Source: an optimization exercise on an open RTL-to-GDS flow (aim: small area). Production flows keep margins and buffers that such runs may drop. Where RTL was checked, it was by simulation tests only, not by an equivalence proof against the original. For run 8, only the layout was checked, not whether the RTL still works. Power is estimated from default activity; no workload was simulated.

File: design/flow/design.v
module distribute(out1,out2);
output [3:0] out1;
output [3:0] out2;
assign out1 = 4'b1111;
assign out2 = 4'b0000;
endmodule
module ultrasonic_new(clk,rst,echo,en62,endisp,latch,oh,sel,seg,lt,eq);
input        clk, rst, echo;
input        en62;         
input        endisp;       
input        latch;        
input  [3:0] oh;           
output [3:0] sel;
output [7:0] seg;
output reg   lt;           
output reg   eq;           
function [3:0] inc;
input [3:0] d;
begin : incb
reg [3:0] r, n;
r = d ^ 4'd2;
n = {r[3] ^ (r[2] & ~r[0]), r[1] & r[0], r[0], ~r[2]};
inc = n ^ 4'd2;
end
endfunction
function is9;
input [3:0] d;
is9 = (d ^ 4'd2) == 4'b1110;
endfunction
function [7:0] dis;
input [3:0] d;
begin
case(d)
4'b0000: dis = 8'b00000000;
4'b0001: dis = 8'b11011010;
4'b0010: dis = 8'b11111100;
4'b0011: dis = 8'b01100000;
4'b0100: dis = 8'b01100110;
4'b0101: dis = 8'b11110010;
4'b0110: dis = 8'b11111110;
4'b0111: dis = 8'b01100010;
4'b1000: dis = 8'b10100000;
4'b1001: dis = 8'b11100000;
4'b1010: dis = 8'b10110110;
4'b1011: dis = 8'b10111110;
4'b1100: dis = 8'b11110110;
4'b1101: dis = 8'b11111110;
4'b1110: dis = 8'b11110110;
4'b1111: dis = 8'b11111110;
endcase
end
endfunction
reg ebuf, flag;
always @(posedge clk)
	if (rst) begin
		ebuf <= 1'b0;
		flag <= 1'b0;
	end else begin
		ebuf <= echo;
		flag <= ebuf;
	end
wire rising = ebuf & ~flag;
reg  [8:0] c289;
wire       mm = (c289 == 9'h07f);
always @(posedge clk)
	if (rst | rising | mm) c289 <= 9'h0;
	else             c289 <= {~c289[7:0], ~(c289[8] ^ c289[4])};
reg [3:0] d1, d2, d3, d4;
reg       stale;
wire i1 = flag & mm;
wire i2 = i1 & is9(d1);
wire i3 = i2 & is9(d2);
wire i4 = i3 & is9(d3);
wire keep4 = latch | (oh[3] & ~endisp);            
always @(posedge clk)
	if (rst | rising) begin
		d1 <= 4'd2; d2 <= 4'd2; d3 <= 4'd2;
	end else begin
		if (i1) d1 <= inc(d1);
		if (i2) d2 <= inc(d2);
		if (i3) d3 <= inc(d3);
	end
always @(posedge clk)
	if (rst | (rising & ~keep4) | (endisp & stale))
		d4 <= 4'd2;
	else if (i4)
		d4 <= inc(d4);
always @(posedge clk)
	if (rst)                   stale <= 1'b0;
	else if (rising & keep4)   stale <= 1'b1;
	else if (endisp)           stale <= 1'b0;
reg [3:0] l1, l2, l3;
reg       l4z;
reg       all;
always @(posedge clk)
	if (rst) begin
		l1 <= 4'd2; l2 <= 4'd2; l3 <= 4'd2; l4z <= 1'b1;
		all <= 1'b0;
	end else if (endisp) begin
		all <= flag;
		if (flag) begin
			l1 <= 4'd2; l2 <= 4'd2; l3 <= 4'd2; l4z <= 1'b1;
		end else if (latch) begin
			l1 <= d1; l2 <= d2; l3 <= d3; l4z <= (d4 == 4'd2);
		end
	end
wire [3:0] r1 = l1 ^ 4'd2, r2 = l2 ^ 4'd2, r3 = l3 ^ 4'd2;
wire l3lo = ~r3[3] & ~r3[2] & ~r3[1];              
wire clt  = l4z & l3lo & (~r3[0] | ~r2[3]);        
wire ceq  = l4z & l3lo & r3[0] & r2[3] & ~r2[2] & ~r2[0]
            & ~r1[3] & ~r1[2] & ~r1[0];            
always @(posedge clk)
	if (rst) begin
		lt <= 1'b1;
		eq <= 1'b0;
	end else if (en62) begin
		lt <= clt;
		eq <= ceq;
	end
wire [3:0] l4 = all ? 4'd2 : d4;               
wire [3:0] shown = ({4{oh[0]}} & l1) | ({4{oh[1]}} & l2) | ({4{oh[2]}} & l3) | ({4{oh[3]}} & l4);
assign seg = dis(shown);
assign sel = {4{all}} | oh;
endmodule
module bizhang(clk,rst,left_wheel_PWM_OUT,right_wheel_PWM_OUT,l_lt,l_eq,r_lt,r_eq,m_lt,fire,steering_engine_PWM_OUT,switch);
		input		clk;
		input		rst;
		input		l_lt, l_eq;      
		input		r_lt, r_eq;      
		input		m_lt;            
		input		[3:0]switch;
		input		[3:0]fire;
		output reg right_wheel_PWM_OUT;
		output reg left_wheel_PWM_OUT;
		output reg steering_engine_PWM_OUT;
reg [3:0] wl;
reg [6:0] wh;
reg [6:0] wlim;
always @(*)
	case (switch)
	4'b0000: wlim = 7'd44;
	4'b0001: wlim = 7'd45;
	4'b0011: wlim = 7'd46;
	4'b0111: wlim = 7'd47;
	4'b1111: wlim = 7'd48;
	default: wlim = 7'd20;
	endcase
wire rev   = m_lt || (fire == 4'b1111);
wire wl0   = (wl == 4'h0);
wire wwrap = (wh == 7'd91) & (wl == 4'hc);         
always @(posedge clk)
	if (rst | wwrap) begin
		wl <= 4'h0;
		wh <= 7'd0;
	end else if (wl0) begin
		wl <= 4'hd;
		wh <= wh + 7'd1;
	end else
		wl <= {~wl[2:0], wl[3] ^ wl[2]};
always @(posedge clk)
	if (rst) begin
		right_wheel_PWM_OUT <= 1'b0;
		left_wheel_PWM_OUT  <= 1'b0;
	end else if (~wwrap) begin
		right_wheel_PWM_OUT <= ~rev & (wh <= wlim);
		left_wheel_PWM_OUT  <= rev & (wh <= 7'd30);
	end
localparam K0 = 3'd6, K55 = 3'd0, K70 = 3'd1, K80 = 3'd3, K85 = 3'd2;
reg [9:0]  sh;
reg [9:0]  sl;
reg [2:0]  k;
reg        hi;
wire       sl0   = (sl == 10'h000);
wire       swrap = (sh == 10'd1001);               
always @(*)
	case (k)
	K55:     hi = (sh <= 10'd55);
	K70:     hi = (sh <= 10'd70);
	K80:     hi = (sh <= 10'd80);
	K85:     hi = (sh <= 10'd85);
	default: hi = (sh == 10'd0);
	endcase
wire l_gt = ~l_lt & ~l_eq;
wire r_gt = ~r_lt & ~r_eq;
always @(posedge clk)
	if (rst | swrap) begin
		sh <= 10'd0;
		sl <= 10'h0;
	end else if (sl0) begin
		sh <= sh + 10'd1;
		sl <= 10'h3f0;
	end else
		sl <= {~sl[8:0], sl[9] ^ sl[6]};
always @(posedge clk)
	if (rst) begin
		k <= K0;
		steering_engine_PWM_OUT <= 1'b0;
	end else if (~swrap) begin
		if (l_lt) begin
			k <= K55;
			steering_engine_PWM_OUT <= hi;
		end else if (r_lt) begin
			k <= K85;
			steering_engine_PWM_OUT <= hi;
		end else if (l_gt && r_gt) begin
			if (~fire[1] | ~fire[2]) k <= K70;
			else if (~fire[0])       k <= K80;
			else if (~fire[3])       k <= K55;
			else                     k <= K70;
			steering_engine_PWM_OUT <= hi;
		end
	end
endmodule
module car(
	input        clk,
	input        rst,
	input        left_echo,
	input        right_echo,
	input        mid_echo,
	input  [3:0] switch,
	input  [3:0] fire,
	output       left_trig,
	output       right_trig,
	output       mid_trig,
	output       left_pwm,
	output       right_pwn,
	output       duoji,
	output [3:0] select,
	output [7:0] digit,
	output [3:0] pin_name1,
	output [7:0] pin_name2,
	output [3:0] pin_name3,
	output [7:0] pin_name4,
	output [3:0] out1,
	output [3:0] out2
);
reg [5:0]  c64;
reg [2:0]  c5;
always @(posedge clk)
	if (rst) begin
		c64 <= 6'd0;
		c5  <= 3'b000;
	end else begin
		c64 <= c64 + 6'd1;
		c5  <= {c5[1] & c5[0], c5[0], ~c5[2]};
	end
wire       en62 = (c64[2:0] == 3'd1) & (c5 == 3'b011);   
reg [18:0] b19;
wire       bmatch = ({b19[18:3], b19[1:0]} == {16'ha502, 2'b01});
wire       bwrap  = bmatch & ~b19[2];              
wire       b624   = bmatch &  b19[2];              
always @(posedge clk)
	if (rst | bwrap) b19 <= 19'h1dbb2;
	else             b19 <= {~b19[17:0], ~(b19[18] ^ b19[5] ^ b19[1] ^ b19[0])};
reg        trig;
wire       twrap = bwrap & (c64 == 6'd63);         
wire       tfall = b624  & (c64 == 6'd48);         
always @(posedge clk)
	if (rst)        trig <= 1'b0;
	else if (twrap) trig <= 1'b1;
	else if (tfall) trig <= 1'b0;
assign left_trig  = trig;
assign right_trig = trig;
assign mid_trig   = trig;
reg [14:0] d15;
wire       dwrap  = (d15 == 15'h06bb);             
wire       endisp = dwrap & ~c64[0];
always @(posedge clk)
	if (rst | dwrap) d15 <= 15'h0;
	else             d15 <= {~d15[13:0], d15[14] ^ d15[13]};
reg [1:0] cur;
reg       valid;
always @(posedge clk)
	if (rst) begin
		cur   <= 2'd3;
		valid <= 1'b0;
	end else if (endisp) begin
		cur   <= cur + 2'd1;
		valid <= 1'b1;
	end
wire latch = endisp & (cur == 2'd2);
wire [3:0] oh = valid ? (4'b0001 << cur) : 4'b0000;
wire l_lt, l_eq, r_lt, r_eq, m_lt, m_eq;
ultrasonic_new inst8(
	.clk(clk), .rst(rst), .echo(left_echo), .en62(en62), .endisp(endisp),
	.latch(latch), .oh(oh),
	.sel(pin_name1), .seg(pin_name2), .lt(l_lt), .eq(l_eq));
ultrasonic_new inst11(
	.clk(clk), .rst(rst), .echo(right_echo), .en62(en62), .endisp(endisp),
	.latch(latch), .oh(oh),
	.sel(pin_name3), .seg(pin_name4), .lt(r_lt), .eq(r_eq));
ultrasonic_new inst(
	.clk(clk), .rst(rst), .echo(mid_echo), .en62(en62), .endisp(endisp),
	.latch(latch), .oh(oh),
	.sel(select), .seg(digit), .lt(m_lt), .eq(m_eq));
distribute inst1(.out1(out1), .out2(out2));
bizhang inst2(
	.clk(clk), .rst(rst),
	.left_wheel_PWM_OUT(left_pwm), .right_wheel_PWM_OUT(right_pwn),
	.l_lt(l_lt), .l_eq(l_eq), .r_lt(r_lt), .r_eq(r_eq), .m_lt(m_lt),
	.fire(fire), .steering_engine_PWM_OUT(duoji), .switch(switch));
endmodule
File: design/flow/flow/run.sh
#!/bin/bash
# Own layout flow: the standard synthesis; then the combinational logic
# between the (unchanged) registers is re-mapped by ABC for area (several
# ABC runs in parallel, the smallest result kept); then the standard ORFS
# layout steps with 1x port buffers, no tie-cell fanout repair and the
# clock tree settings in cts.args. Each tool's output goes to a log file here.
set -euo pipefail
W=$(pwd)
R=$W/orfs/results/$FLOW_PLATFORM/car/base
LIB=$FLOW_HOME/platforms/$FLOW_PLATFORM/lib/sky130_fd_sc_hd__tt_025C_1v80.lib

# 1. standard synthesis
bash standard.sh synth > $W/flow_synth.log 2>&1

# 2. area re-mapping of the logic; registers and tie cells are kept as they are
DU=$(sed -n '/^export DONT_USE_CELLS/,/^$/p' $FLOW_HOME/platforms/$FLOW_PLATFORM/config.mk \
     | tr -d '\\' | tr ' \t' '\n\n' | grep '^sky130' | sed 's/^/-dont_use /' | tr '\n' ' ')
cp $R/1_2_yosys.v $W/std_synth.v
NR=12
remap_one() {
  local i=$1
  if [[ $i == 0 ]]; then cp $W/flow/area_fast.abc $W/area_$i.abc
  else sed "s/@SEED@/$i/" $W/flow/area.abc > $W/area_$i.abc; fi
  cat > $W/remap_$i.ys <<EOT
read_liberty -ignore_miss_func $LIB
blackbox sky130_fd_sc_hd__df* sky130_fd_sc_hd__conb_1
read_verilog $W/std_synth.v
hierarchy -top $FLOW_TOP
flatten
delete t:\$scopeinfo
opt_clean
opt
abc -script $W/area_$i.abc -liberty $LIB $DU
opt_clean -purge
read_liberty -lib -overwrite $LIB
hilomap -singleton -hicell sky130_fd_sc_hd__conb_1 HI -locell sky130_fd_sc_hd__conb_1 LO
splitnets
opt_clean -purge
tee -o $W/remap_stat_$i.txt stat -liberty $LIB
check -assert -mapped
write_verilog -noattr -nohex -nodec $W/remap_$i.v
EOT
  yosys -s $W/remap_$i.ys > $W/flow_remap_$i.log 2>&1 || true
}
# ABC runs, four at a time (run 0 is a quick fixed script, the others use
# &deepsyn with different seeds)
for wave in "0 1 2 3" "4 5 6 7" "8 9 10 11"; do
  for i in $wave; do remap_one $i & done
  wait
done
best=""; barea=""
for i in $(seq 0 $((NR-1))); do
  if [[ -s $W/remap_$i.v ]] && grep -q "Chip area" $W/remap_stat_$i.txt; then
    a=$(grep "Chip area" $W/remap_stat_$i.txt | awk '{print $NF}')
    echo "remap $i: $a" >> $W/remap_choice.txt
    if [[ -z "$best" ]] || awk -v a="$a" -v b="$barea" 'BEGIN{exit !(a<b)}'; then best=$i; barea=$a; fi
  fi
done
echo "kept remap $best ($barea)" >> $W/remap_choice.txt
cp $W/remap_$best.v $R/1_2_yosys.v
touch $R/1_2_yosys.v

# 3. layout
export BUFFER_PORTS_ARGS="-buffer_cell sky130_fd_sc_hd__buf_1"
export SKIP_REPAIR_TIE_FANOUT=1
export CTS_ARGS="$(cat $W/flow/cts.args)"
bash standard.sh finish > $W/flow_finish.log 2>&1
File: design/flow/flow/area.abc
strash
&get -n
&fraig -x
&put
scorr
dc2
strash
&get -n
&deepsyn -T 90 -S @SEED@
&put
strash
&get -n
&dch -f
&nf -R 1000
&put
File: design/flow/flow/area_fast.abc
strash
&get -n
&fraig -x
&put
scorr
dc2
strash
&get -n
&dch -f
&nf -R 1000
&put
strash
&get -n
&dch -f
&nf -R 1000
&put
File: design/flow/flow/cts.args
-sink_clustering_enable -repair_clock_nets -dont_use_dummy_load -buf_list sky130_fd_sc_hd__clkbuf_4 -sink_clustering_size 10 -sink_clustering_max_diameter 40
File: design/flow/standard.sh
#!/bin/bash
# synth_recipe.tcl (not shown) runs the flow's synth.tcl, then flattens the netlist and writes it again
# the make line also repeats each setting of config.mk as NAME=value (left out here)
make -C /OpenROAD-flow-scripts/flow DESIGN_CONFIG=/design/flow/config.mk WORK_HOME=/design/flow/orfs CLKGATE_MAP_FILE= SYNTH_SCRIPT=/design/flow/synth_recipe.tcl "${@:-finish}"
File: design/flow/config.mk
export PLATFORM = sky130hd
export DESIGN_NAME = car
export DESIGN_NICKNAME = car
export VERILOG_FILES = /design/flow/design.v
export SDC_FILE = /design/flow/constraint.sdc
export NUM_CORES = 4
export LEC_CHECK = 0
export CAP_MARGIN = 20
export CORE_MARGIN = 2
export CORE_UTILIZATION = 60
export GPL_TIMING_DRIVEN = 0
export SLEW_MARGIN = 20
File: design/flow/constraint.sdc
create_clock -name core_clock -period 20.0 [get_ports {clk}]
set_input_delay 4.0000 -clock core_clock [delete_from_list [all_inputs] [get_ports {clk}]]
set_output_delay 4.0000 -clock core_clock [all_outputs]
set_load 0.01 [all_outputs]
==> impl_metrics.ini, run 1 <==
[timing]
worst_slack_ns = 12.42
tns_ns = 0
fin_crit_sh_pct = 37.9
worst_clock_skew_ns = 0.0950
period_needed_ns = 7.58
tightest_slew_ns = 1.13
relSlewSlack_pct = 23.3
rsz0062_at_grt = no
fmax_mhz = 132
hold_viol_final = 0
setup-violations-final = 0
maxSlewViolCount = 0

[synth]
synth.net_count = 868
syn_area_sq_um = 7780
syn-instance-count = 855
synth.avg_cell_area_sq_um = 9.10
yosysWarnings = 3

[placement]
place_congestion = 0.868
numPortBuffers = 51
place_ws_ns = 13.15
dp_cells = 1083
dp_hpwl_um = 11900

[die]
die_h_um = 118
chipWidth_um = 118
num_io_pins = 63
rows = 41
die_area_sq_um = 13900
start_util_pct = 61.6
core-area_sq_um = 12600

[status]
status = complete, no violations

[clock_network]
clockRootBuffer = clkbuf_4
cts_buffer_depth = 3
numCtsBuffers = 28
clkTransAtPathRegs_ns = 0.10
h-tree-depth = 1
cts_setup_buffers = 0
cts_sinks = 215
cts_tree = done
clk-insertion-delay-late_ns = 0.67
hold_buffers = 0
cts_resized = 0

[setup_path]
max_stage_delay_ns = 0.66
path_buf_inv = 2
required_ns = 16.00
critPathKind = reg2out
crit_family = compound AO/OA/AOI/OAI gates
worst_setup_path_start_kind = flip-flop
ff2ff_setup_slack_ns = 16.68
critical_path.max_fanout = 15
critPathCaptureType = output pin
arrival_ns = 3.58
cp_cell_sequence = clkinv_1, and3_1, a222oi_1, a21boi_0, nand2_1, nor2_1, or3b_1, o31a_1, buf_1
cp_slowest_cell = a21boi_0

[global_routing]
grt_use_total_pct = 23.6
antenna_found_initial = 0
grt_pass1_wl_um = 28000
grt_max_degree = 37
overflow = 0
grt_pass1_vias = 6029

[layout]
antennaDiodeCount = 0
fin_util_pct = 67.1
nNetsFinal = 954
stdcell_count = 1111
layout-drive-gt1-share_pct = 3.94
area.growth.synth_to_final_pct = 8.88

[route]
route.detailed.drc = 0
dr_total_vias = 6447
wl_um = 16600
first_pass_iters = 5
viasPerCell = 5.80
drtAntennaViolNets = 0
avgRoutedWirePerCell_um = 14.9
drtIter0Drc = 398

[power]
power.density_nw_per_um2 = 79.9
power.leakage_uw = 0.00323
ir_worst_vdd_v = 0.0000469
p_total_uw = 677

[job]
drv_cap = 0

[min_path]
hold_class = reg2reg
## state kept, by name (all words and copies together), names as in the netlist, 6 cells and up
| signal | count |
|---|---|
| b19 | 19 |
| d15 | 15 |
| inst2.sh | 10 |
| inst2.sl | 10 |
| inst.c289 | 9 |
| inst11.c289 | 9 |
| inst8.c289 | 9 |
| inst2.wh | 7 |
| c64 | 6 |
## per-layer routing
layer / global-route usage, % / part of all wire, % / vias to the layer above
li1: - / - / 3242
met1: 31.6 / 46 / 3026
met2: 39.5 / 47 / 153
met3: 4.41 / 5.0 / 26
met4: 5.65 / 1.6 / 0
met5: 0 / 0 / -
## stage by stage
| step | hold WS (ns) | area (sq um) |
|---|---|---|
| finish | 0.366 | 8470 |
| global route | 0.388 | 8470 |
| CTS | 0.384 | 8470 |
| detailed placement | 0.372 | 8260 |
| global placement | 0.368 | 8190 |
| floorplan | 0.353 | 7780 |
## layout by cell type (no fill, tap or decap), drive strengths merged, types with 6 or more instances in the layout
master and count:
dfxtp 215, nor2 140, nand2 106, buf 56
o21ai 52, a21oi 50, a22o 29, nor3 28
clkbuf 28, clkinv 17, or2 16, and2 15
nand3 14, nor4 13, nand4 12, o22a 12
and3 11, nand2b 9, nor2b 8, a211oi 8
a222oi 8, nor4b 7, xor2 7, o21a 6
nor3b 6
## power breakdown
part / leakage, uW / internal (uW) / switching, uW
Sequential: 0.00176 / 443 / 10.7
Clock: 0.000129 / 64.2 / 129
Combinational: 0.00134 / 11.6 / 18.4
## worst paths after layout
| path | start | end | cells past startpoint |
|---|---|---|---|
| setup / recovery | cur[0] | pin_name4[4] | 9 |
| hold / removal | b19[6] | b19[7] | 1 |
| setup reg to reg | inst.c289[7] | inst.d4[2] | 18 |
| hold reg to reg | b19[6] | b19[7] | 1 |
## final cells by class
type,instances,area (sq um)
inverters,17,63.8
well taps,172,215
fillers,1063,4150
multi-input cells,623,3430
clock buffers,28,210
flip-flops and latches,215,4300
repair buffers,56,248
==> run 2: changes to the inputs <==
--- a/design/flow/flow/run.sh
+++ b/design/flow/flow/run.sh
@@ -17,5 +17,5 @@
      | tr -d '\\' | tr ' \t' '\n\n' | grep '^sky130' | sed 's/^/-dont_use /' | tr '\n' ' ')
 cp $R/1_2_yosys.v $W/std_synth.v
-NR=12
+NR=8
 remap_one() {
   local i=$1
@@ -45,5 +45,5 @@
 # ABC runs, four at a time (run 0 is a quick fixed script, the others use
 # &deepsyn with different seeds)
-for wave in "0 1 2 3" "4 5 6 7" "8 9 10 11"; do
+for wave in "0 1 2 3" "4 5 6 7"; do
   for i in $wave; do remap_one $i & done
   wait
==> design/flow/flow/cts.args (replaced) <==
-sink_clustering_enable -repair_clock_nets -dont_use_dummy_load -buf_list sky130_fd_sc_hd__clkbuf_4 -sink_clustering_size 12 -sink_clustering_max_diameter 40
==> run 2 against run 1 <==
Compared with the run above:
- register-to-register slack got worse by 0.24 ns
- still clean
- utilization decreased by 0.46 points
- critical path type unchanged
- combinational power is essentially flat
==> impl_metrics.ini, run 2 <==
[timing]
period_needed_ns = 7.48
tns_ns = 0
setup-violations-final = 0
holdWs_ns = 0.396
tightest_slew_ns = 0.954
maxSlewViolCount = 0
rsz0062_at_grt = no
relSlewSlack_pct = 36.2
hold_viol_final = 0
fmax_mhz = 134
fin_crit_sh_pct = 37.4
worst_clock_skew_ns = 0.0553

[status]
status = complete, no violations

[power]
power.leakage_uw = 0.00326
ir_worst_vdd_v = 0.0000503
power.density_nw_per_um2 = 79.6

[clock_network]
clkTransAtPathRegs_ns = 0.11
clk-insertion-delay-late_ns = 0.65
h-tree-depth = 1
cts_setup_buffers = 0
clockRootBuffer = clkbuf_4
numCtsBuffers = 27
cts_resized = 0
cts_sinks = 215
cts_tree = done
cts_buffer_depth = 3
hold_buffers = 0

[layout]
largest_reg_flops = 19
area.growth.synth_to_final_pct = 8.40
regMostFlops = b19
layout_commonest_cell = dfxtp_1
nNetsFinal = 949
largestRegisters = b19 (19), d15 (15)
layout-drive-gt1-share_pct = 3.43
layout_common_cells = dfxtp_1 (215), nor2_1 (158), nand2_1 (98)

[setup_path]
critPathKind = reg2out
critical_path.max_fanout = 12
required_ns = 16.00
worst_setup_path_start_kind = flip-flop
arrival_ns = 3.48
critPathCaptureType = output pin

[route]
dr_total_vias = 6457
viasPerCell = 5.83
drtIter0Drc = 375
avgRoutedWirePerCell_um = 14.6
wl_um = 16200
route.detailed.drc = 0
first_pass_iters = 6
drtAntennaViolNets = 0

[global_routing]
grt_use_total_pct = 23.1
overflow = 0
grt_pass1_vias = 6010
grt_pass1_wl_um = 27300
antenna_found_initial = 1
grt_max_degree = 47

[placement]
dp_hpwl_um = 11800
numPortBuffers = 51
place_congestion = 0.808

[job]
drv_cap = 0

[die]
num_io_pins = 63
rows = 41
core-area_sq_um = 12700
chipWidth_um = 118
die_h_um = 118
start_util_pct = 61.5
die_area_sq_um = 13900

[synth]
syn-instance-count = 854
syn_area_sq_um = 7790
synth.net_count = 867
synth.avg_cell_area_sq_um = 9.12
yosysWarnings = 3

[min_path]
hold_class = reg2reg
run 2: final timing paths:
path | start | endpoint | slack, ns | cells after the start
hold / removal | inst.c289[3] | inst.c289[4] | 0.40 | 1
setup reg to reg | inst8.c289[8] | inst8.d4[3] | 16.44 | 18
hold reg to reg | inst.c289[3] | inst.c289[4] | 0.40 | 1
setup / recovery | cur[1] | digit[1] | 12.52 | 8
run 2: layout make-up:
cell class                      instances  area [sq um]
Tap cell                              172           215
Inverter                               12          45.0
Timing Repair Buffer                   53           224
Clock buffer                           27           203
Fill cell                            1105          4220
Antenna cell                            1          2.50
Multi-Input combinational cell        627          3450
Sequential cell                       215          4300
run 2: power breakdown:
part	leakage (uW)	switching [uW]	internal, uW	total (uW)
registers	0.00176	10.3	443	453
clock network	0.000124	127	61.9	189
logic	0.00137	18.4	11.5	29.9
run 2: metrics by stage:
| stage | util (%) | instance area (sq um) | setup WS (ns) | total power, uW | std cells |
|---|---|---|---|---|---|
| floorplan | - | 7790 | 13.42 | 482 | 854 |
| global placement | 64.7 | 8200 | 11.86 | 490 | 1077 |
| detailed placement | 65.0 | 8240 | 12.84 | 493 | 1079 |
| CTS | 66.6 | 8440 | 12.54 | 679 | 1106 |
| global route | 66.7 | 8450 | 12.23 | 702 | 1107 |
| finish | 66.7 | 8450 | 12.52 | 672 | 1107 |
run 2: critical path, cell delays in order (launching register included):
cell and delay, ns:
dfxtp_1 0.47, nand2_1 0.17, nor2_1 0.75, a21boi_0 0.40, and2_0 0.31, mux2i_1 0.22
o21ai_0 0.18, o21ai_0 0.18, buf_1 0.17
run 2: metal layers:
layer	up-vias	GRT usage [%]	part of all wire (%)	wire length (um)
li1	3216	-	-	-
met2	187	39.8	48	7710
met4	0	6.17	2.3	374
met1	3022	29.9	45	7250
met3	32	4.12	5.4	880
met5	-	0	0	0
==> run 3: changes to the inputs <==
--- a/design/flow/design.v
+++ b/design/flow/design.v
@@ -123,7 +123,8 @@
 assign sel = {4{all}} | oh;
 endmodule
-module bizhang(clk,rst,left_wheel_PWM_OUT,right_wheel_PWM_OUT,l_lt,l_eq,r_lt,r_eq,m_lt,fire,steering_engine_PWM_OUT,switch);
+module bizhang(clk,rst,t0,left_wheel_PWM_OUT,right_wheel_PWM_OUT,l_lt,l_eq,r_lt,r_eq,m_lt,fire,steering_engine_PWM_OUT,switch);
 		input		clk;
 		input		rst;
+		input		t0;              
 		input		l_lt, l_eq;      
 		input		r_lt, r_eq;      
@@ -134,5 +135,5 @@
 		output reg left_wheel_PWM_OUT;
 		output reg steering_engine_PWM_OUT;
-reg [3:0] wl;
+reg [2:0] w5;
 reg [6:0] wh;
 reg [6:0] wlim;
@@ -147,15 +148,15 @@
 	endcase
 wire rev   = m_lt || (fire == 4'b1111);
-wire wl0   = (wl == 4'h0);
-wire wwrap = (wh == 7'd91) & (wl == 4'hc);         
+wire w50   = (w5 == 3'b000);
+wire wl0   = w50 & ~t0;                            
+wire wwrap = (wh == 7'd91) & w50 & t0;             
 always @(posedge clk)
 	if (rst | wwrap) begin
-		wl <= 4'h0;
+		w5 <= 3'b000;
 		wh <= 7'd0;
-	end else if (wl0) begin
-		wl <= 4'hd;
-		wh <= wh + 7'd1;
-	end else
-		wl <= {~wl[2:0], wl[3] ^ wl[2]};
+	end else begin
+		w5 <= {w5[1] & w5[0], w5[0], ~w5[2]};
+		if (wl0) wh <= wh + 7'd1;
+	end
 always @(posedge clk)
 	if (rst) begin
@@ -166,8 +167,8 @@
 		left_wheel_PWM_OUT  <= rev & (wh <= 7'd30);
 	end
-localparam K0 = 3'd6, K55 = 3'd0, K70 = 3'd1, K80 = 3'd3, K85 = 3'd2;
+localparam K55 = 2'd0, K70 = 2'd1, K80 = 2'd3, K85 = 2'd2;
 reg [9:0]  sh;
 reg [9:0]  sl;
-reg [2:0]  k;
+reg [1:0]  k;
 reg        hi;
 wire       sl0   = (sl == 10'h000);
@@ -178,6 +179,5 @@
 	K70:     hi = (sh <= 10'd70);
 	K80:     hi = (sh <= 10'd80);
-	K85:     hi = (sh <= 10'd85);
-	default: hi = (sh == 10'd0);
+	default: hi = (sh <= 10'd85);
 	endcase
 wire l_gt = ~l_lt & ~l_eq;
@@ -194,5 +194,5 @@
 always @(posedge clk)
 	if (rst) begin
-		k <= K0;
+		k <= K55;
 		steering_engine_PWM_OUT <= 1'b0;
 	end else if (~swrap) begin
@@ -296,5 +296,5 @@
 distribute inst1(.out1(out1), .out2(out2));
 bizhang inst2(
-	.clk(clk), .rst(rst),
+	.clk(clk), .rst(rst), .t0(c64[0]),
 	.left_wheel_PWM_OUT(left_pwm), .right_wheel_PWM_OUT(right_pwn),
 	.l_lt(l_lt), .l_eq(l_eq), .r_lt(r_lt), .r_eq(r_eq), .m_lt(m_lt),
--- a/design/flow/flow/run.sh
+++ b/design/flow/flow/run.sh
@@ -17,5 +17,5 @@
      | tr -d '\\' | tr ' \t' '\n\n' | grep '^sky130' | sed 's/^/-dont_use /' | tr '\n' ' ')
 cp $R/1_2_yosys.v $W/std_synth.v
-NR=8
+NR=12
 remap_one() {
   local i=$1
@@ -45,5 +45,5 @@
 # ABC runs, four at a time (run 0 is a quick fixed script, the others use
 # &deepsyn with different seeds)
-for wave in "0 1 2 3" "4 5 6 7"; do
+for wave in "0 1 2 3" "4 5 6 7" "8 9 10 11"; do
   for i in $wave; do remap_one $i & done
   wait
==> design/flow/flow/cts.args (replaced) <==
-sink_clustering_enable -repair_clock_nets -dont_use_dummy_load -buf_list sky130_fd_sc_hd__clkbuf_4 -sink_clustering_size 10 -sink_clustering_max_diameter 40
--- a/design/flow/config.mk
+++ b/design/flow/config.mk
@@ -6,7 +6,7 @@
 export NUM_CORES = 4
 export LEC_CHECK = 0
-export CAP_MARGIN = 20
+export CAP_MARGIN = 10
 export CORE_MARGIN = 2
 export CORE_UTILIZATION = 60
 export GPL_TIMING_DRIVEN = 0
-export SLEW_MARGIN = 20
+export SLEW_MARGIN = 10
==> run 3 against run 2 <==
Compared with the run above:
- still clean on timing, DRC and antenna
- via count fell by 2.6%
- sequential share of layout area rose by 0.39 points
- worst setup slack improved by 0.22 ns
- worst hold slack got worse by 0.013 ns
- clock skew fell by 0.0050 ns
- non-clock buffer count did not move
- synthesized area fell by 1.8%
- clock power rose by 4%
- critical path type unchanged
==> impl_metrics.ini, run 3 <==
[global_routing]
use_met1_pct = 31.5
grt.busiest_layer = met2
grt_use_total_pct = 23.5
grt_max_degree = 43
antenna_found_initial = 0
overflow = 0
use_met2_pct = 38.8
grt_pass1_vias = 5739
grt_use_met3_pct = 4.02
grt_pass1_wl_um = 26000

[timing]
tns_ns = 0
fin_crit_sh_pct = 36.3
worst_clock_skew_ns = 0.0503
setup-violations-final = 0
period_needed_ns = 7.26
tightest_slew_ns = 1.18
hold_viol_final = 0
maxSlewViolCount = 0
rsz0062_at_grt = no
relSlewSlack_pct = 20.8
fmax_mhz = 138

[setup_path]
r2r_start = d15[6]
crit_path_end = pin_name4[1]
cp_cell_sequence = nand2_1, nor2_1, a222oi_1, a21boi_0, and2_0, nor2b_1, o21ai_0, buf_1
critical_path.max_fanout = 15
cp_slowest_cell = nor2_1
critPathCaptureType = output pin
r2r_end = inst11.l3[0]
required_ns = 16.00
rr_worst_depth = 9
max_stage_delay_ns = 0.85
ff2ff_setup_slack_ns = 16.30
critPathKind = reg2out
arrival_ns = 3.26
worst_setup_path_start_kind = flip-flop
startpoint = cur[0]

[route]
route.detailed.drc = 0
avgRoutedWirePerCell_um = 14.8
viasPerCell = 5.78
wl_um = 16100
drtAntennaViolNets = 0
first_pass_iters = 5
drtIter0Drc = 390
dr_total_vias = 6291

[placement]
place_congestion = 0.793
numPortBuffers = 51
dp_hpwl_um = 11400

[clock_network]
clk-insertion-delay-late_ns = 0.64
cts_buffer_depth = 3
numCtsBuffers = 29
cts_setup_buffers = 0
clockRootBuffer = clkbuf_4
h-tree-depth = 1
cts_resized = 0
clkTransAtPathRegs_ns = 0.10
hold_buffers = 0
cts_sinks = 213
cts_tree = done

[power]
ir_worst_vdd_v = 0.0000674
comb_power_share_pct = 4.2
clockPowerShare_pct = 29.2
p_sw_uw = 157
cell_internal_pwr_uw = 514
sw_frac_of_total_pct = 23.4
power.leakage_uw = 0.00319
power.density_nw_per_um2 = 80.9
seqPwrFrac_pct = 66.7

[die]
start_util_pct = 61.1
core-area_sq_um = 12500
die_h_um = 117
chipWidth_um = 117
rows = 41
num_io_pins = 63
die_area_sq_um = 13700

[synth]
syn-instance-count = 835
syn_area_sq_um = 7650
synth.net_count = 848
synth.avg_cell_area_sq_um = 9.16
yosysWarnings = 3

[job]
drv_cap = 0

[layout]
layout_common_cells = dfxtp_1 (213), nor2_1 (140), nand2_1 (104)
area.growth.synth_to_final_pct = 8.59
largestRegisters = b19 (19), d15 (15)
layout_commonest_cell = dfxtp_1
largest_reg_flops = 19
fin_util_pct = 66.4
antennaDiodeCount = 0
nFillCells = 1101
nNetsFinal = 932
regMostFlops = b19
layout-drive-gt1-share_pct = 3.71

[status]
status = complete, no violations

[min_path]
hold_class = reg2reg
run 3: area by class of cell:
type | count | area, sq um | share of cell area, %
Clock buffer | 29 | 218 | 2.62
Inverter | 15 | 56.3 | 0.678
Multi-Input combinational cell | 607 | 3340 | 40.2
Sequential cell | 213 | 4260 | 51.3
Tap cell | 172 | 215 | 2.59
Timing Repair Buffer | 53 | 211 | 2.55
run 3: worst min path at each step:
stage | startpoint | to | slack (ns) | depth (start not counted)
finish | b19[11] | b19[12] | 0.38 | 1
global route | inst11.c289[1] | inst11.c289[2] | 0.41 | 1
CTS | b19[11] | b19[12] | 0.39 | 1
detailed placement | b19[13] | b19[14] | 0.37 | 1
global placement | b19[4] | b19[5] | 0.36 | 1
floorplan | b19[11] | b19[12] | 0.35 | 1
run 3: critical path: cells and delay by family (launching register included):
kind / cells / cell delay [ns]
simple gates: 4 / 1.37
flops: 1 / 0.45
buf+inv: 1 / 0.17
compound gates: 3 / 0.62
run 3: metal layers:
metal	wire (um)	vias up
met5	0	-
met3	836	38
li1	-	3156
met4	351	0
met2	7350	169
met1	7560	2928
run 3: metrics by stage:
stage / cell area [sq um] / total power (uW) / hold WS [ns] / cells / setup WS (ns)
floorplan: 7650 / 475 / 0.353 / 835 / 13.74
global placement: 8060 / 483 / 0.362 / 1058 / 11.86
detailed placement: 8090 / 485 / 0.373 / 1060 / 12.71
CTS: 8310 / 678 / 0.391 / 1089 / 12.66
global route: 8310 / 702 / 0.409 / 1089 / 12.37
finish: 8310 / 672 / 0.383 / 1089 / 12.74
run 3: power groups by stage:
stage	Sequential [uW]	Combinational (uW)	Clock, uW
final	448	28.2	196
after global routing	450	32.2	220
after global placement	457	26.5	0
after floorplan	455	19.9	0
after detailed placement	458	28.0	0
after CTS	448	28.2	202
==> run 4: changes to the inputs <==
--- a/design/flow/config.mk
+++ b/design/flow/config.mk
@@ -6,7 +6,7 @@
 export NUM_CORES = 4
 export LEC_CHECK = 0
-export CAP_MARGIN = 10
+export CAP_MARGIN = 0
 export CORE_MARGIN = 2
 export CORE_UTILIZATION = 60
 export GPL_TIMING_DRIVEN = 0
-export SLEW_MARGIN = 10
+export SLEW_MARGIN = 0
==> run 4 against run 3 <==
Compared with the run above:
- die area unchanged
- routed wire length unchanged
- synthesized cell count unchanged
- synthesized area unchanged
- critical path type unchanged
- still clean on timing, DRC and antenna
- worst setup slack unchanged
==> impl_metrics.ini, run 4 <==
[status]
status = complete, no violations

[global_routing]
grt_pass1_wl_um = 26000
grt_max_degree = 43
grt_use_total_pct = 23.5
grt_use_met3_pct = 4.02
grt.busiest_layer = met2
use_met1_pct = 31.5
use_met2_pct = 38.8
overflow = 0
antenna_found_initial = 0
grt_pass1_vias = 5739

[layout]
nNetsFinal = 932
layout_common_cells = dfxtp_1 (213), nor2_1 (140), nand2_1 (104)
layout_commonest_cell = dfxtp_1
largestRegisters = b19 (19), d15 (15)
layout-drive-gt1-share_pct = 3.71
area.growth.synth_to_final_pct = 8.59
regMostFlops = b19
antennaDiodeCount = 0
largest_reg_flops = 19

[placement]
dp_hpwl_um = 11400
numPortBuffers = 51
place_congestion = 0.793

[die]
rows = 41
core-area_sq_um = 12500
die_h_um = 117
num_io_pins = 63
start_util_pct = 61.1
chipWidth_um = 117
die_area_sq_um = 13700

[clock_network]
cts_resized = 0
clk-insertion-delay-late_ns = 0.64
clockRootBuffer = clkbuf_4
numCtsBuffers = 29
cts_buffer_depth = 3
clkTransAtPathRegs_ns = 0.10
cts_sinks = 213
h-tree-depth = 1
cts_setup_buffers = 0
hold_buffers = 0
cts_tree = done

[setup_path]
required_ns = 16.00
rr_worst_depth = 9
r2r_start = d15[6]
crit_path_end = pin_name4[1]
critPathCaptureType = output pin
arrival_ns = 3.26
worst_setup_path_start_kind = flip-flop
critPathKind = reg2out
startpoint = cur[0]
ff2ff_setup_slack_ns = 16.30
critical_path.max_fanout = 15
r2r_end = inst11.l3[0]

[power]
clockPowerShare_pct = 29.2
seqPwrFrac_pct = 66.7
power.density_nw_per_um2 = 80.9
ir_worst_vdd_v = 0.0000674
p_sw_uw = 157
cell_internal_pwr_uw = 514
power.leakage_uw = 0.00319
comb_power_share_pct = 4.2
sw_frac_of_total_pct = 23.4

[timing]
hold_viol_final = 0
fin_crit_sh_pct = 36.3
fmax_mhz = 138
tightest_slew_ns = 1.18
relSlewSlack_pct = 20.8
tns_ns = 0
holdWs_ns = 0.383
rsz0062_at_grt = no
setup-violations-final = 0
maxSlewViolCount = 0
period_needed_ns = 7.26
worst_clock_skew_ns = 0.0503

[synth]
synth.avg_cell_area_sq_um = 9.16
yosysWarnings = 3
syn-instance-count = 835
synth.net_count = 848
syn_area_sq_um = 7650

[route]
wl_um = 16100
route.detailed.drc = 0
viasPerCell = 5.78
drtAntennaViolNets = 0
drtIter0Drc = 390
avgRoutedWirePerCell_um = 14.8
dr_total_vias = 6291
first_pass_iters = 5

[min_path]
hold_class = reg2reg
worstHoldPathCells = 1

[job]
drv_cap = 0
-- run 4: how the worst min path moves through the flow --
stage / from / endpoint / slack (ns)
2_1_floorplan: b19[11] / b19[12] / 0.35
3_3_place_gp: b19[4] / b19[5] / 0.36
3_5_place_dp: b19[13] / b19[14] / 0.37
4_1_cts: b19[11] / b19[12] / 0.39
5_1_grt: inst11.c289[1] / inst11.c289[2] / 0.41
6_report: b19[11] / b19[12] / 0.38
-- run 4: layer usage --
layer / routed length, um / up-vias / share of wire, %
met5: 0 / - / 0
met4: 351 / 0 / 2.2
met3: 836 / 38 / 5.2
met2: 7350 / 169 / 46
met1: 7560 / 2928 / 47
li1: - / 3156 / -
-- run 4: worst max-delay path: stages, from the launching register on --
cell and delay, ns:
dfxtp_1 0.45, nand2_1 0.07, nor2_1 0.85, a222oi_1 0.27
a21boi_0 0.21, and2_0 0.28, nor2b_1 0.17, o21ai_0 0.14
buf_1 0.17
-- run 4: layout make-up --
cell class                      instances  area (sq um)
Timing Repair Buffer                   53           211
Clock buffer                           29           218
Multi-Input combinational cell        607          3340
Tap cell                              172           215
Inverter                               15          56.3
Fill cell                            1101          4210
Sequential cell                       213          4260
-- run 4: power by group through the flow --
stage	clock [uW]	sequential, uW	combinational, uW
floorplan	0	455	19.9
global placement	0	457	26.5
detailed placement	0	458	28.0
CTS	202	448	28.2
global route	220	450	32.2
finish	196	448	28.2
-- run 4: stage by stage --
step | utilization [%] | instance area, sq um | cells | setup slack, ns | total power [uW]
floorplan | - | 7650 | 835 | 13.74 | 475
global placement | 64.4 | 8060 | 1058 | 11.86 | 483
detailed placement | 64.6 | 8090 | 1060 | 12.71 | 485
CTS | 66.4 | 8310 | 1089 | 12.66 | 678
global route | 66.4 | 8310 | 1089 | 12.37 | 702
finish | 66.4 | 8310 | 1089 | 12.74 | 672
==> run 5: changes to the inputs <==
--- a/design/flow/config.mk
+++ b/design/flow/config.mk
@@ -6,7 +6,7 @@
 export NUM_CORES = 4
 export LEC_CHECK = 0
-export CAP_MARGIN = 0
+export CAP_MARGIN = 20
 export CORE_MARGIN = 2
 export CORE_UTILIZATION = 60
 export GPL_TIMING_DRIVEN = 0
-export SLEW_MARGIN = 0
+export SLEW_MARGIN = 20
==> run 5 against run 4 <==
Compared with the run above:
- still clean
- synthesized area did not move
- worst setup slack improved by 0.022 ns
- via count fell by 0.78%
- maximum frequency rose by 0.31%
- final cell count did not move
- clock power fell by 5%
- critical path depth fell by 1
- critical path type unchanged
- largest cell class unchanged
- largest power group unchanged
==> impl_metrics.ini, run 5 <==
[die]
die_h_um = 117
start_util_pct = 61.1
chipWidth_um = 117
core-area_sq_um = 12500
die_area_sq_um = 13700
num_io_pins = 63
rows = 41

[layout]
layout_commonest_cell = dfxtp_1
regMostFlops = b19
antennaDiodeCount = 0
stdcell_count = 1089
area.growth.synth_to_final_pct = 8.78
largest_reg_flops = 19
fin_area_sq_um = 8320
largestRegisters = b19 (19), d15 (15)
layout-drive-gt1-share_pct = 3.93
layout_common_cells = dfxtp_1 (213), nor2_1 (139), nand2_1 (104)
nFillCells = 1072
nNetsFinal = 932

[setup_path]
path_buf_inv = 1
worst_setup_path_start_kind = flip-flop
cp_cell_sequence = and3b_1, a222oi_1, a21boi_0, nand2_1, o21ai_0, nor2b_1, buf_1
r2r_start = inst.c289[8]
max_stage_delay_ns = 0.63
rr_worst_depth = 17
arrival_ns = 3.24
r2r_end = inst.d4[3]
required_ns = 16.00
critical_path.max_fanout = 15
crit_family = compound AO/OA/AOI/OAI gates
critPathCaptureType = output pin
critPathKind = reg2out
cp_slowest_cell = a21boi_0
ff2ff_setup_slack_ns = 16.61

[route]
first_pass_iters = 6
route.detailed.drc = 0
dr_total_vias = 6242
viasPerCell = 5.73
wl_um = 16000
drtIter0Drc = 512
avgRoutedWirePerCell_um = 14.7
drtAntennaViolNets = 0

[global_routing]
grt_use_total_pct = 23.3
overflow = 0
antenna_found_initial = 0
grt_pass1_wl_um = 25800
grt_pass1_vias = 5635
grt_max_degree = 37

[power]
ir_worst_vdd_v = 0.0000681
power.leakage_uw = 0.00320
p_total_uw = 663
power.density_nw_per_um2 = 79.7

[timing]
tightest_slew_ns = 0.880
tns_ns = 0
holdWs_ns = 0.394
setup-violations-final = 0
worst_clock_skew_ns = 0.0477
period_needed_ns = 7.24
hold_viol_final = 0
maxSlewViolCount = 0
rsz0062_at_grt = no
relSlewSlack_pct = 41.3
fin_crit_sh_pct = 36.2
fmax_mhz = 138

[placement]
dp_cells = 1062
numPortBuffers = 51
postPlaceCellArea_sq_um = 8110
dp_hpwl_um = 11500
place_congestion = 0.793

[clock_network]
clockRootBuffer = clkbuf_4
cts_resized = 0
clkTransAtPathRegs_ns = 0.10
cts_tree = done
h-tree-depth = 1
clk-insertion-delay-late_ns = 0.61
cts_setup_buffers = 0
hold_buffers = 0
cts_buffer_depth = 3
cts_sinks = 213
numCtsBuffers = 27

[min_path]
worstHoldStart = b19[4]
worstHoldPathCells = 1
hold_class = reg2reg
hold_path_end = b19[5]

[status]
status = complete, no violations

[synth]
syn-instance-count = 835
syn_area_sq_um = 7650
synth.avg_cell_area_sq_um = 9.16
yosysWarnings = 3
synth.net_count = 848

[job]
drv_cap = 0
-- run 5: area by class of cell --
type / count / area (sq um) / share of cell area, %
Multi-Input combinational cell: 607 / 3350 / 40.2
Sequential cell: 213 / 4260 / 51.2
Clock buffer: 27 / 203 / 2.44
Inverter: 15 / 56.3 / 0.677
Timing Repair Buffer: 55 / 234 / 2.81
Tap cell: 172 / 215 / 2.59
-- run 5: layer usage --
layer / global-route usage, % / up-vias / share of wire [%]
li1: - / 3159 / -
met1: 31.8 / 2913 / 47
met2: 38.5 / 144 / 47
met3: 4.27 / 26 / 5.1
met4: 6.04 / 0 / 1.6
met5: 0 / - / 0
-- run 5: how the worst max path moves through the flow --
stage | startpoint | endpoint | cells past startpoint
3_3_place_gp | rst | inst2.k[1] | 6
2_1_floorplan | valid | pin_name4[3] | 6
3_5_place_dp | rst | inst11.l3[2] | 8
5_1_grt | cur[0] | digit[4] | 7
6_report | cur[0] | digit[4] | 7
4_1_cts | cur[0] | pin_name4[3] | 8
-- run 5: per-stage QoR --
step                setup slack [ns]  utilization, %
floorplan                      13.74               -
global placement               11.86            64.4
detailed placement             12.85            64.8
CTS                            12.68            66.4
global route                   12.48            66.5
finish                         12.76            66.5
-- run 5: power breakdown --
part           total (uW)  internal [uW]  switching (uW)
logic                28.8           10.4            18.4
clock network         186           62.0             124
registers             448            438            9.51
==> run 6: changes to the inputs <==
==> design/flow/flow/cts.args (replaced) <==
-sink_clustering_enable -repair_clock_nets -dont_use_dummy_load -buf_list sky130_fd_sc_hd__clkbuf_4 -sink_clustering_size 11 -sink_clustering_max_diameter 40
--- a/design/flow/config.mk
+++ b/design/flow/config.mk
@@ -6,7 +6,7 @@
 export NUM_CORES = 4
 export LEC_CHECK = 0
-export CAP_MARGIN = 20
+export CAP_MARGIN = 10
 export CORE_MARGIN = 2
 export CORE_UTILIZATION = 60
 export GPL_TIMING_DRIVEN = 0
-export SLEW_MARGIN = 20
+export SLEW_MARGIN = 10
==> run 6 against run 5 <==
Compared with the run above:
- maximum frequency is 0.58% lower
- global-route usage hardly changed
- register-to-register slack worse by 0.36 ns
- cell area is 0.27% lower
- non-clock buffer count is 2 lower
- sequential share of layout area is 0.14 points higher
- worst setup slack worse by 0.043 ns
- count of clock-buffer cells in the layout is 1 higher
- clock power is 3% higher
- highest routed layer unchanged
==> impl_metrics.ini, run 6 <==
[status]
status = complete, no violations

[timing]
tightest_slew_ns = 1.18
fmax_mhz = 137
period_needed_ns = 7.28
worst_slack_ns = 12.72
relSlewSlack_pct = 20.8
tns_ns = 0
hold_viol_final = 0
rsz0062_at_grt = no
setup-violations-final = 0
maxSlewViolCount = 0
worst_clock_skew_ns = 0.0602
fin_crit_sh_pct = 36.4

[layout]
layout_commonest_cell = dfxtp_1
nNetsFinal = 931
regMostFlops = b19
largest_reg_flops = 19
antennaDiodeCount = 0
area.growth.synth_to_final_pct = 8.49
largestRegisters = b19 (19), d15 (15)
stdcell_count = 1088
layout_common_cells = dfxtp_1 (213), nor2_1 (140), nand2_1 (104)
fin_util_pct = 66.3
layout-drive-gt1-share_pct = 3.60

[clock_network]
clkTransAtPathRegs_ns = 0.12
cts_tree = done
clockRootBuffer = clkbuf_4
hold_buffers = 0
clk-insertion-delay-late_ns = 0.65
cts_resized = 0
cts_setup_buffers = 0
numCtsBuffers = 28
cts_sinks = 213
cts_buffer_depth = 3
h-tree-depth = 1

[route]
drtAntennaViolNets = 0
route.detailed.drc = 0
dr_total_vias = 6224
wl_um = 15900
first_pass_iters = 7
avgRoutedWirePerCell_um = 14.7
drtIter0Drc = 430
viasPerCell = 5.72

[placement]
dp_cells = 1060
place_ws_ns = 12.71
dp_hpwl_um = 11400
numPortBuffers = 51
place_congestion = 0.793

[global_routing]
grt_pass1_vias = 5750
antenna_found_initial = 0
overflow = 0
grt_max_degree = 43
grt_pass1_wl_um = 25900
grt_use_total_pct = 23.4

[job]
drv_cap = 0

[power]
power.leakage_uw = 0.00319
ir_worst_vdd_v = 0.0000706
power.density_nw_per_um2 = 80.3

[setup_path]
max_stage_delay_ns = 0.89
arrival_ns = 3.28
r2r_start = d15[6]
cp_slowest_cell = nor2_1
cp_cell_sequence = nand2_1, nor2_1, a222oi_1, a21boi_0, and2_0, nor2b_1, o21ai_0, buf_1
required_ns = 16.00
critPathKind = reg2out
critical_path.max_fanout = 15
worst_setup_path_start_kind = flip-flop
critPathCaptureType = output pin
startpoint = cur[0]

[die]
rows = 41
num_io_pins = 63
chipWidth_um = 117
core-area_sq_um = 12500
start_util_pct = 61.1
die_h_um = 117
die_area_sq_um = 13700

[min_path]
hold_class = reg2reg
worstHoldStart = b19[13]

[synth]
syn-instance-count = 835
yosysWarnings = 3
syn_area_sq_um = 7650
synth.net_count = 848
synth.avg_cell_area_sq_um = 9.16
[run 6: per-stage QoR]
stage | total power [uW] | hold slack, ns | instance area, sq um
final | 666 | 0.358 | 8300
after detailed placement | 485 | 0.373 | 8090
after floorplan | 475 | 0.353 | 7650
after global routing | 698 | 0.383 | 8300
after CTS | 674 | 0.366 | 8300
after global placement | 483 | 0.362 | 8060
[run 6: worst paths after layout]
| check | to | slack [ns] | cells past startpoint |
|---|---|---|---|
| setup reg to reg | inst11.l3[0] | 16.25 | 9 |
| setup / recovery | pin_name4[1] | 12.72 | 8 |
| hold / removal | b19[14] | 0.36 | 1 |
| hold reg to reg | b19[14] | 0.36 | 1 |
[run 6: worst max-delay path, delay by kind of cell, from the launching register on]
| kind | cells | cell delay [ns] |
|---|---|---|
| AOI/OAI and AO/OA | 3 | 0.62 |
| buffers and inverters | 1 | 0.17 |
| DFF | 1 | 0.45 |
| and+or+nand+nor | 4 | 1.41 |
[run 6: metal layers]
layer	track usage (%)	share of wire, %
met1	31.1	47
met2	38.8	46
met3	4.38	5.5
met4	7.22	1.7
met5	0	0
[run 6: report_power, final]
group | internal, uW | total [uW] | switching, uW
logic | 10.0 | 28.1 | 18.1
clock network | 64.1 | 191 | 127
registers | 438 | 448 | 9.45
total | 512 | 666 | 154
[run 6: layout make-up]
cell class / count / area (sq um)
sequential: 213 / 4260
timing repair buffer: 53 / 211
fill: 1102 / 4220
clock buffer: 28 / 210
multi-input combinational: 607 / 3340
tap: 172 / 215
inverter: 15 / 56.3
==> run 7: changes to the inputs <==
==> design/flow/flow/cts.args (replaced) <==
-sink_clustering_enable -repair_clock_nets -dont_use_dummy_load -buf_list sky130_fd_sc_hd__clkbuf_4 -sink_clustering_size 10 -sink_clustering_max_diameter 50
==> run 7 against run 6 <==
Compared with the run above:
- cell area down 0.27%
- first-iteration DRC count fell by 3.0%
- clock power down 4%
- non-clock buffer count is the same
- sequential share of layout area grew 0.14 points
- worst hold slack got worse by 0.011 ns
- highest routed layer unchanged
- final cell count fell by 0.28%
- critical endpoint is now pin_name4[3]
- still clean
- power fell by 1.2%
- clock skew shrank 0.0033 ns
==> impl_metrics.ini, run 7 <==
[status]
status = complete, no violations

[synth]
synth.net_count = 848
synth.avg_cell_area_sq_um = 9.16
syn_area_sq_um = 7650
yosysWarnings = 3
syn-instance-count = 835

[timing]
rsz0062_at_grt = no
tightest_slew_ns = 1.19
fin_crit_sh_pct = 36.6
hold_viol_final = 0
tns_ns = 0
fmax_mhz = 137
maxSlewViolCount = 0
worst_clock_skew_ns = 0.0569
relSlewSlack_pct = 20.7
period_needed_ns = 7.32
setup-violations-final = 0

[min_path]
hold_class = reg2reg
worstHoldStart = b19[11]
worstHoldPathCells = 1
hold_path_end = b19[12]

[clock_network]
cts_buffer_depth = 3
clkTransAtPathRegs_ns = 0.11
numCtsBuffers = 25
clk-insertion-delay-late_ns = 0.64
cts_resized = 0
hold_buffers = 0
cts_sinks = 213
h-tree-depth = 1
cts_setup_buffers = 0
clockRootBuffer = clkbuf_4
cts_tree = done

[setup_path]
critPathCaptureType = output pin
critical_path.max_fanout = 15
r2r_start = d15[6]
arrival_ns = 3.32
worst_setup_path_start_kind = flip-flop
critPathKind = reg2out
r2r_end = inst11.l3[2]
ff2ff_setup_slack_ns = 16.28
required_ns = 16.00
rr_worst_depth = 9

[layout]
area.growth.synth_to_final_pct = 8.20
largestRegisters = b19 (19), d15 (15)
antennaDiodeCount = 0
layout_commonest_cell = dfxtp_1
nNetsFinal = 928
stdcell_count = 1085
regMostFlops = b19
layout_common_cells = dfxtp_1 (213), nor2_1 (140), nand2_1 (104)
largest_reg_flops = 19
layout-drive-gt1-share_pct = 3.29

[route]
drtIter0Drc = 417
first_pass_iters = 5
wl_um = 16100
drtAntennaViolNets = 0
avgRoutedWirePerCell_um = 14.8
route.detailed.drc = 0
viasPerCell = 5.75
dr_total_vias = 6241

[global_routing]
grt_max_degree = 43
overflow = 0
antenna_found_initial = 0
grt_pass1_vias = 5681
grt_pass1_wl_um = 25800
grt_use_total_pct = 23.3

[die]
num_io_pins = 63
die_area_sq_um = 13700
rows = 41
core-area_sq_um = 12500
die_h_um = 117
start_util_pct = 61.1
chipWidth_um = 117

[power]
power.density_nw_per_um2 = 79.6
sw_frac_of_total_pct = 23.2
cell_internal_pwr_uw = 506
power.leakage_uw = 0.00318
p_sw_uw = 153
clockPowerShare_pct = 27.7
comb_power_share_pct = 4.3
seqPwrFrac_pct = 68.0
ir_worst_vdd_v = 0.0000537

[placement]
dp_cells = 1060
numPortBuffers = 51
dp_hpwl_um = 11400
place_congestion = 0.793

[job]
drv_cap = 0
## run 7: worst max-delay path: stages, from the launching register on
cell	delay (ns)
dfxtp_1	0.45
nand2_1	0.07
nor2_1	0.89
a222oi_1	0.28
a21boi_0	0.21
and2_0	0.28
xor2_1	0.17
a31oi_1	0.14
buf_1	0.17
## run 7: area by class of cell
type,count,area [sq um]
inverters,15,56.3
repair buffers,53,211
fillers,1092,4240
clock buffers,25,188
flip-flops and latches,213,4260
multi-input cells,607,3340
well taps,172,215
## run 7: metal layers
metal,vias to the layer above,track usage (%),part of all wire [%]
met5,-,0,0
met4,0,6.51,1.6
met3,24,4.53,5.1
met2,154,38.7,46
met1,2914,31.4,47
li1,3149,-,-
## run 7: how the worst max path moves through the flow
stage            from  slack [ns]      endpoint
6_report       cur[0]       12.68  pin_name4[3]
5_1_grt        cur[0]       12.40      digit[3]
2_1_floorplan   valid       13.74  pin_name4[3]
4_1_cts        cur[0]       12.67  pin_name4[3]
3_3_place_gp      rst       11.86    inst2.k[1]
3_5_place_dp      rst       12.71  inst11.l3[2]
## run 7: stage by stage
| step | area [sq um] | power, uW | hold slack [ns] | utilization, % | worst slack [ns] |
|---|---|---|---|---|---|
| final | 8280 | 658 | 0.347 | 66.1 | 12.68 |
| after global routing | 8280 | 689 | 0.372 | 66.1 | 12.40 |
| after CTS | 8280 | 665 | 0.349 | 66.1 | 12.67 |
| after detailed placement | 8090 | 485 | 0.373 | 64.6 | 12.71 |
| after global placement | 8060 | 483 | 0.362 | 64.4 | 11.86 |
| after floorplan | 7650 | 475 | 0.353 | - | 13.74 |
## run 7: power by group through the flow
stage | Clock, uW | Combinational [uW] | Sequential, uW
floorplan | 0 | 19.9 | 455
global placement | 0 | 26.5 | 457
detailed placement | 0 | 28.0 | 458
CTS | 189 | 28.2 | 448
global route | 207 | 32.2 | 450
finish | 183 | 28.2 | 448
==> run 8: changes to the inputs <==
--- a/design/flow/design.v
+++ b/design/flow/design.v
@@ -167,5 +167,5 @@
 		left_wheel_PWM_OUT  <= rev & (wh <= 7'd30);
 	end
-localparam K55 = 2'd0, K70 = 2'd1, K80 = 2'd3, K85 = 2'd2;
+localparam K55 = 2'd2, K70 = 2'd3, K80 = 2'd1, K85 = 2'd0;
 reg [9:0]  sh;
 reg [9:0]  sl;
==> run 8 against run 7 <==
Compared with the run above:
- synthesized area rose by 0.82%
- flip-flop and latch count did not move
- utilization rose by 0.13 points
- cell area rose by 0.60%
- sequential share of layout area fell by 0.31 points
- first-iteration DRC count fell by 4.8%
- combinational power rose by 3%
- non-clock buffer count fell by 1
- worst setup slack got worse by 0.14 ns
- via count rose by 3.0%
- critical path type unchanged
==> impl_metrics.ini, run 8 <==
[status]
status = complete, no violations

[timing]
setup-violations-final = 0
rsz0062_at_grt = no
maxSlewViolCount = 0
period_needed_ns = 7.46
tightest_slew_ns = 0.963
fmax_mhz = 134
tns_ns = 0
fin_crit_sh_pct = 37.3
relSlewSlack_pct = 35.6
hold_viol_final = 0
worst_clock_skew_ns = 0.0669

[layout]
stdcell_count = 1107
regMostFlops = b19
area.growth.synth_to_final_pct = 7.97
largestRegisters = b19 (19), d15 (15)
layout_commonest_cell = dfxtp_1
nNetsFinal = 950
largest_reg_flops = 19
layout_common_cells = dfxtp_1 (213), nor2_1 (157), nand2_1 (110)
antennaDiodeCount = 0
layout-drive-gt1-share_pct = 3.10

[die]
chipWidth_um = 117
num_io_pins = 63
start_util_pct = 61.4
die_area_sq_um = 13800
rows = 41
core-area_sq_um = 12600
die_h_um = 117

[min_path]
worstHoldPathCells = 1
hold_path_end = b19[12]
worstHoldStart = b19[11]
hold_class = reg2reg

[synth]
syn_area_sq_um = 7710
yosysWarnings = 3
synth.net_count = 871
syn-instance-count = 858
synth.avg_cell_area_sq_um = 8.99

[global_routing]
grt_pass1_wl_um = 28100
grt_use_total_pct = 24.0
grt_pass1_vias = 6166
antenna_found_initial = 0
grt_max_degree = 40
overflow = 0

[setup_path]
arrival_ns = 3.46
ff2ff_setup_slack_ns = 16.23
required_ns = 16.00
r2r_end = inst.d4[3]
critPathCaptureType = output pin
critPathKind = reg2out
worst_setup_path_start_kind = flip-flop
critical_path.max_fanout = 11
r2r_start = inst.c289[7]
rr_worst_depth = 18

[route]
viasPerCell = 5.81
first_pass_iters = 5
dr_total_vias = 6431
avgRoutedWirePerCell_um = 15.0
drtIter0Drc = 397
route.detailed.drc = 0
drtAntennaViolNets = 0
wl_um = 16600

[clock_network]
clkTransAtPathRegs_ns = 0.10
hold_buffers = 0
clockRootBuffer = clkbuf_4
cts_sinks = 213
h-tree-depth = 1
cts_resized = 0
cts_buffer_depth = 3
numCtsBuffers = 25
cts_tree = done
cts_setup_buffers = 0
clk-insertion-delay-late_ns = 0.63

[power]
cell_internal_pwr_uw = 507
power.density_nw_per_um2 = 79.2
comb_power_share_pct = 4.4
power.leakage_uw = 0.00324
ir_worst_vdd_v = 0.0000645
clockPowerShare_pct = 27.6
sw_frac_of_total_pct = 23.1
seqPwrFrac_pct = 68.0
p_sw_uw = 153

[placement]
place_congestion = 0.850
dp_cells = 1082
dp_hpwl_um = 11900
numPortBuffers = 51

[job]
drv_cap = 0
[run 8: changes by cell type in the layout (fill, tap and decap cells not counted), moves of 4 or more]
cell     delta
or2_0       -7
o22a_1     -12
nor2_1     +17
nand3_1    +11
o32a_1      +9
nand4_1     +4
nand2_1     +6
o211a_1     +5
a21oi_1    -11
a31oi_1     +4
nor4_1      -8
nor3_1      +8
and2_0      +5
nor2b_1     -5
[run 8: critical path: stages, from the launching register on]
cell      delay [ns]
dfxtp_1         0.51
nor2b_1         0.28
a222oi_1        0.40
a21boi_0        0.71
nand2_1         0.17
nand2_1         0.12
clkinv_1        0.08
a31oi_1         0.22
o211a_1         0.19
buf_1           0.15
[run 8: final cells by class]
type	count	area [sq um]
fillers	1073	4240
well taps	172	215
clock buffers	25	188
inverters	17	63.8
flip-flops and latches	213	4260
repair buffers	52	198
multi-input cells	628	3400
[run 8: worst max path at each step]
stage	from	end	slack, ns	cells after the start
finish	cur[0]	pin_name2[3]	12.54	9
detailed placement	rst	inst8.l1[0]	12.56	7
global placement	rst	inst8.l1[3]	11.63	7
global route	cur[1]	digit[3]	12.25	11
floorplan	cur[0]	pin_name2[3]	13.72	8
CTS	cur[0]	pin_name2[3]	12.56	9
[run 8: per-stage QoR]
| stage | area, sq um | setup WS, ns | util (%) | hold slack (ns) | total power (uW) |
|---|---|---|---|---|---|
| finish | 8330 | 12.54 | 66.2 | 0.390 | 659 |
| detailed placement | 8130 | 12.56 | 64.7 | 0.368 | 487 |
| floorplan | 7710 | 13.72 | - | 0.353 | 476 |
| global route | 8330 | 12.25 | 66.2 | 0.411 | 689 |
| CTS | 8320 | 12.56 | 66.2 | 0.394 | 667 |
| global placement | 8120 | 11.63 | 64.6 | 0.360 | 485 |
[run 8: power groups by stage]
| stage | clock, uW | combinational [uW] | sequential [uW] |
|---|---|---|---|
| after floorplan | 0 | 20.9 | 455 |
| after global placement | 0 | 27.7 | 457 |
| after detailed placement | 0 | 28.9 | 458 |
| after CTS | 190 | 29.1 | 448 |
| after global routing | 205 | 32.9 | 451 |
| final | 182 | 29.0 | 448 |
[run 8: metal layers]
layer,share of wire [%],track usage [%],wire length (um),vias to the layer above
li1,-,-,-,3221
met1,44,30.0,7380,3012
met2,49,42.7,8090,166
met3,4.7,4.04,776,32
met4,2.2,6.93,360,0
met5,0,0,0,-

[static timing again, ports no longer ideal]
No port has a modelled driver above. Below, the same layouts with a new extraction and two added sets of constraints.
Step 1 assumes that a clkbuf_16 drives the clock port and a buf_2 every other input.
Step 2 times the ports against the registers' clock, not the clock port: input delays grow and output delays shrink by t, the midpoint of the rising clock arrivals with the driver on.
Three values: ideal ports, drivers, drivers and shift; two values: the first two.
run	t, ns	slack for setup (ns)	worst setup path after step 2	worst register clock-pin slew, ns	worst data-port slew with drivers (ns)
run 1	0.654	12.416 / 12.381 / 13.036	register to output	0.11 / 0.11	0.03
run 2	0.652	12.517 / 12.478 / 13.059	input to register	0.12 / 0.12	0.03
run 3	0.655	12.736 / 12.700 / 12.645	input to register	0.11 / 0.11	0.03
run 4	0.655	12.736 / 12.700 / 12.645	input to register	0.11 / 0.11	0.03
run 5	0.628	12.758 / 12.724 / 13.133	input to register	0.10 / 0.10	0.03
run 6	0.652	12.716 / 12.680 / 12.598	input to register	0.12 / 0.12	0.03
run 7	0.643	12.684 / 12.649 / 12.643	input to register	0.11 / 0.11	0.03
run 8	0.634	12.542 / 12.506 / 12.480	input to register	0.11 / 0.11	0.03
After both steps every run listed still meets setup and hold. The setup slack of run 6, which loses most, moves by -0.036 ns with the drivers and by -0.118 ns with both steps.
